From an optimization exercise on the open Yosys and OpenROAD flow, aimed at small area; shortcuts taken in it are not production practice. RTL that was checked went through simulation tests only; none was proved equivalent to the original. No activity file was given, so power comes from the tool's default toggle rates.

run 1:
## uart_edge_detection
module uart_edge_detection (
    input logic clk,           
    input logic rst_n,         
    input logic uart_rx,       
    output logic uart_tx,      
    output logic led_rx,       
    output logic led_tx,       
    output logic data_ready    
);
clock: 20.0 ns
lec_check: 0
cap_margin: 20
core_margin: 2
core_utilization: 40
cts_buf_list: sky130_fd_sc_hd__clkbuf_16
cts_cluster_diameter: 300
cts_cluster_size: 50
slew_margin: 20
run.sh (not shown) runs the stock make flow with config.mk's settings and CLKGATE_MAP_FILE= SYNTH_SCRIPT=/design/flow/synth_recipe.tcl, a recipe that flattens the netlist after the stock synthesis.
## Diff of input files: run 2 against run 1
# run 1
export LEC_CHECK = 0
export CAP_MARGIN = 20
export CORE_MARGIN = 2
export CORE_UTILIZATION = 40
export CTS_BUF_LIST = sky130_fd_sc_hd__clkbuf_16
export CTS_CLUSTER_DIAMETER = 300
export CTS_CLUSTER_SIZE = 50
export SLEW_MARGIN = 20
create_clock -name core_clock -period 20.0 [get_ports {clk}]
# run 2
export LEC_CHECK = 0
export CAP_MARGIN = 20
export CORE_MARGIN = 2
export CORE_UTILIZATION = 40
export CTS_BUF_LIST = sky130_fd_sc_hd__clkbuf_4 sky130_fd_sc_hd__clkbuf_8
export SLEW_MARGIN = 20
create_clock -name core_clock -period 20.0 [get_ports {clk}]
Notes after the runs:
- The lower power in the clock group of run 1 and run 2 is in run 2.
- Changes observed in run 2 relative to run 1: setup slack fell 32 ps; fraction of area in registers increased 1.4 points; post-route minimum period grew by 32 ps.
Modified inputs, run 3 compared to run 2
# run 2
export LEC_CHECK = 0
export CAP_MARGIN = 20
export CORE_MARGIN = 2
export CORE_UTILIZATION = 40
export CTS_BUF_LIST = sky130_fd_sc_hd__clkbuf_4 sky130_fd_sc_hd__clkbuf_8
export SLEW_MARGIN = 20
create_clock -name core_clock -period 20.0 [get_ports {clk}]
# run 3
export LEC_CHECK = 0
export CAP_MARGIN = 20
export CORE_MARGIN = 2
export CORE_UTILIZATION = 40
export CTS_CLUSTER_DIAMETER = 200
export CTS_CLUSTER_SIZE = 40
export SLEW_MARGIN = 20
create_clock -name core_clock -period 20.0 [get_ports {clk}]
Results
Both conditions hold for run 3: the flow ran to the end and the final layout passed the timing, DRC and antenna checks.
Status: combinational share of power parity (run 2, run 3)
On clock network contribution to total cell area, run 3 tracks run 2 almost exactly.
Final design instance area without fill delta (run 2 -> run 3): insignificant
Overall power consumption (lower): run 3
No functional check of the RTL was part of any run of this note.

The RTL this note starts from:
==> flow/design.v <==
module uart_tx (
    input  logic clk,
    input  logic rst_n,
    input  logic tx_start,
    input  logic data_in,
    output logic tx_busy,
    output logic tx
);
    localparam logic [8:0] BAUD_TICK = 9'b001101000;
    localparam logic [8:0] BAUD_FULL = 9'b011010001;
    logic [8:0] baud;
    logic [3:0] bit_count;
    wire        tick = baud == BAUD_TICK;
    always_ff @(posedge clk or negedge rst_n) begin
        if (!rst_n) begin
            tx_busy <= 1'b0;
            tx      <= 1'b1;
        end else if (tx_start && !tx_busy) begin
            tx_busy <= 1'b1;
        end else if (tx_busy && tick) begin
            tx <= (bit_count == 4'd1 && data_in) || bit_count == 4'd9;
            if (bit_count == 4'd9)
                tx_busy <= 1'b0;
        end
    end
    always_ff @(posedge clk) begin
        if (!tx_busy) begin
            baud      <= BAUD_FULL;
            bit_count <= 4'd0;
        end else begin
            baud <= {baud[7:0], baud[8] ^ baud[4] ^ tick};
            if (tick)
                bit_count <= bit_count + 4'd1;
        end
    end
endmodule
module uart_rx (
    input  logic clk,
    input  logic rst_n,
    input  logic rx,
    output logic data_out,
    output logic data_valid
);
    localparam logic [8:0] BAUD_TICK = 9'b001101000;
    localparam logic [8:0] BAUD_HALF = 9'b110010100;
    logic [8:0] baud;
    logic [3:0] bit_count;
    logic       rx_active;
    logic       bit0;
    wire        tick = baud == BAUD_TICK;
    always_ff @(posedge clk or negedge rst_n) begin
        if (!rst_n) begin
            rx_active  <= 1'b0;
            data_valid <= 1'b0;
        end else begin
            if (!rx_active && !rx) begin
                rx_active <= 1'b1;
            end else if (rx_active) begin
                if (tick && bit_count == 4'd9) begin
                    rx_active  <= 1'b0;
                    data_valid <= 1'b1;
                end
            end else begin
                data_valid <= 1'b0;
            end
        end
    end
    always_ff @(posedge clk) begin
        if (!rx_active) begin
            baud      <= BAUD_HALF;
            bit_count <= 4'd0;
        end else begin
            baud <= {baud[7:0], baud[8] ^ baud[4] ^ tick};
            if (tick) begin
                bit_count <= bit_count + 4'd1;
                if (bit_count == 4'd1)
                    bit0 <= rx;
                if (bit_count == 4'd9)
                    data_out <= bit0;
            end
        end
    end
endmodule
module uart_edge_detection (
    input logic clk,           
    input logic rst_n,         
    input logic uart_rx,       
    output logic uart_tx,      
    output logic led_rx,       
    output logic led_tx,       
    output logic data_ready    
);
    parameter CLOCK_FREQ = 50000000;    
    parameter BAUD_RATE  = 115200;
    parameter BAUD_DIV   = CLOCK_FREQ / BAUD_RATE;
    parameter THRESHOLD  = 4;           
    logic rx_data;             
    logic rx_done;
    logic tx_start;
    logic tx_busy;
    logic tx_data;             
    logic [17:0] line_buf;     
    logic [35:0] results;
    logic [5:0]  counter;      
    localparam logic [1:0] IDLE = 2'd0, RECEIVE = 2'd1, PROCESS = 2'd2, SEND = 2'd3;
    logic [1:0] state, next_state;
    uart_rx uart_receiver (
        .clk(clk),
        .rst_n(rst_n),
        .rx(uart_rx),
        .data_out(rx_data),
        .data_valid(rx_done)
    );
    uart_tx uart_transmitter (
        .clk(clk),
        .rst_n(rst_n),
        .tx_start(tx_start),
        .data_in(tx_data),
        .tx_busy(tx_busy),
        .tx(uart_tx)
    );
    always_ff @(posedge clk or negedge rst_n) begin
        if (!rst_n)
            state <= IDLE;
        else
            state <= next_state;
    end
    always_comb begin
        case (state)
            IDLE:      next_state = (rx_done) ? RECEIVE : IDLE;
            RECEIVE:   next_state = (counter == 6'd63 && rx_done) ? PROCESS : RECEIVE;
            PROCESS:   next_state = SEND;
            SEND:      next_state = (counter == 6'd36 && !tx_busy) ? IDLE : SEND;
            default:   next_state = IDLE;
        endcase
    end
    wire take_pixel = (state == IDLE || state == RECEIVE) && rx_done;
    wire load_byte  = (state == SEND) && !tx_busy && !tx_start;
    logic [2:0] s, c;
    assign {c[0], s[0]} = rx_data + line_buf[0] + line_buf[1];
    assign {c[1], s[1]} = line_buf[7] + line_buf[8] + line_buf[9];
    assign {c[2], s[2]} = line_buf[15] + line_buf[16] + line_buf[17];
    wire window_set = (c[0] & c[1]) | (c[0] & c[2]) | (c[1] & c[2])
                    | ((c[0] | c[1] | c[2]) & ((s[0] & s[1]) | (s[0] & s[2]) | (s[1] & s[2])));
    wire window_done = (state == RECEIVE) && rx_done && counter[2:1] != 2'b00;
    always_ff @(posedge clk) begin
        if (state == IDLE)
            counter <= {5'd0, rx_done};
        else if ((state == RECEIVE && rx_done) || load_byte)
            counter <= counter + 6'd1;
    end
    always_ff @(posedge clk) begin
        if (take_pixel)
            line_buf <= {line_buf[16:0], rx_data};
        if (window_done || load_byte)
            results <= {results[34:0], window_set};
        if (load_byte)
            tx_data <= results[35];
    end
    always_ff @(posedge clk or negedge rst_n) begin
        if (!rst_n)
            tx_start <= 1'b0;
        else
            tx_start <= load_byte || (tx_start && !tx_busy);
    end
    assign led_tx = tx_start;
    always_ff @(posedge clk or negedge rst_n) begin
        if (!rst_n) begin
            led_rx <= 1'b0;
            data_ready <= 1'b0;
        end else begin
            led_rx <= (state == RECEIVE) ? rx_done : 1'b0;
            data_ready <= (state == SEND);
        end
    end
endmodule
Settings: LEC_CHECK=0, CAP_MARGIN=20, CORE_MARGIN=2, CORE_UTILIZATION=40, SLEW_MARGIN=20; clock period 20.0 ns.
standard.sh (not shown) runs the stock make flow with config.mk's settings and CLKGATE_MAP_FILE= SYNTH_SCRIPT=/design/flow/synth_recipe.tcl, a recipe that flattens the netlist after the stock synthesis.
==> flow/flow/run.sh <==
#!/bin/bash
# Layout flow: the standard.sh (standard synthesis unchanged), with
#  - the combinational logic of that synthesis re-mapped by ABC's area
#    mapper (flow/reopt.tcl); flip-flops are kept as synthesis made them;
#  - port buffers of buf_1 instead of the resizer's default pick;
#  - clock tree synthesis without dummy loads.
# Each tool's output goes to a log file here: synth_make.log, reopt_yosys.log,
# flow_make.log (ORFS also keeps per-step logs under orfs/logs).
set -euo pipefail
RES=orfs/results/$FLOW_PLATFORM/uart_edge_detection/base

bash standard.sh synth > synth_make.log 2>&1

cp $RES/1_2_yosys.v std_synth.v
export REOPT_DONT_USE="sky130_fd_sc_hd__probe_p_8 sky130_fd_sc_hd__probec_p_8 sky130_fd_sc_hd__lpflow_* sky130_fd_sc_hd__fill_*"
yosys -c flow/reopt.tcl > reopt_yosys.log 2>&1
cp reopt.v $RES/1_2_yosys.v
rm -f $RES/1_synth.odb

bash standard.sh \
  "BUFFER_PORTS_ARGS=-buffer_cell sky130_fd_sc_hd__buf_1" \
  "CTS_ARGS=-sink_clustering_enable -repair_clock_nets -dont_use_dummy_load" \
  finish > flow_make.log 2>&1
==> flow/flow/area.abc <==
strash; dc2; dc2; dch; amap; topo; stime -c
==> flow/flow/reopt.tcl <==
# Re-map the combinational logic of the standard synthesis for area.
# Reads std_synth.v (the standard synthesis netlist), keeps every flip-flop
# instance as it is (same name, same cell), turns the other cells back into
# logic and maps that logic again with ABC's area mapper. Writes reopt.v.
set lib $::env(FLOW_HOME)/platforms/sky130hd/lib/sky130_fd_sc_hd__tt_025C_1v80.lib
set dont_use {}
foreach c $::env(REOPT_DONT_USE) { lappend dont_use -dont_use $c }
yosys read_liberty -ignore_miss_func -ignore_miss_dir $lib
# flip-flops keep their hierarchy so that flatten and ABC leave them untouched
set flops {}
foreach m [split [exec grep -o {sky130_fd_sc_hd__e\?df[a-z0-9_]*} std_synth.v] "\n"] {
  if {[lsearch $flops $m] < 0} { lappend flops $m }
}
yosys setattr -mod -set keep_hierarchy 1 {*}$flops
yosys read_verilog std_synth.v
yosys hierarchy -top $::env(FLOW_TOP)
yosys flatten
yosys opt_clean -purge
yosys abc -liberty $lib {*}$dont_use -script flow/area.abc $::env(FLOW_TOP)
yosys opt_clean -purge
yosys hilomap -singleton -hicell sky130_fd_sc_hd__conb_1 HI -locell sky130_fd_sc_hd__conb_1 LO $::env(FLOW_TOP)
yosys insbuf -buf sky130_fd_sc_hd__buf_4 A X $::env(FLOW_TOP)
yosys opt_clean -purge
yosys stat -liberty $lib $::env(FLOW_TOP)
yosys select $::env(FLOW_TOP)
yosys write_verilog -noattr -nohex -nodec -selected reopt.v
Rerun with:
==> flow/run.sh (new file) <==
#!/bin/bash
# synth_recipe.tcl (not shown) runs the flow's synth.tcl, then flattens the netlist and writes it again
# the make line also repeats each setting of config.mk as NAME=value (left out here)
make -C /OpenROAD-flow-scripts/flow DESIGN_CONFIG=/design/flow/config.mk WORK_HOME=/design/flow/orfs CLKGATE_MAP_FILE= SYNTH_SCRIPT=/design/flow/synth_recipe.tcl finish
removed: flow/flow/run.sh
removed: flow/flow/area.abc
removed: flow/flow/reopt.tcl
removed: flow/standard.sh
Power falls by 1.1%; wire length rises by 20%; clock power rises by 22%; area after synthesis rises by 11%; first-iteration DRC count rises by 94%; global-route usage rises by 1.1 points; non-clock buffer count does not change; core utilization rises by 0.40 points; worst setup slack is worse by 400 ps; worst hold slack is better by 18 ps.

## what the ideal ports hide
The results above use ideal ports. As a check the final layouts listed here were re-extracted and re-timed, cells and wires unchanged.
Step 1 assumes that a clkbuf_16 drives the clock port and a buf_2 every other input.
Step 2, shift: input delay + t, output delay - t, t = (earliest + latest rising clock arrival at the registers) / 2. This alone moves slack from input paths to output paths.
Three values: ideal, step 1, step 2; two values: the first two.
| run | t (ns) | slack for setup (ns) | pins driven straight from the clock port |
|---|---|---|---|
| run 1 | 0.362 | 14.220 / 14.185 / 14.548 | 1 |
| run 2 | 0.376 | 14.188 / 14.160 / 14.536 | 1 |
| run 3 | 0.376 | 14.188 / 14.160 / 14.536 | 1 |
| the first run of note 2 | 0.369 | 14.979 / 14.952 / 15.321 | 1 |
| the second run of note 2 | 0.378 | 14.578 / 14.549 / 14.926 | 1 |
After both steps every run listed still meets setup and hold.
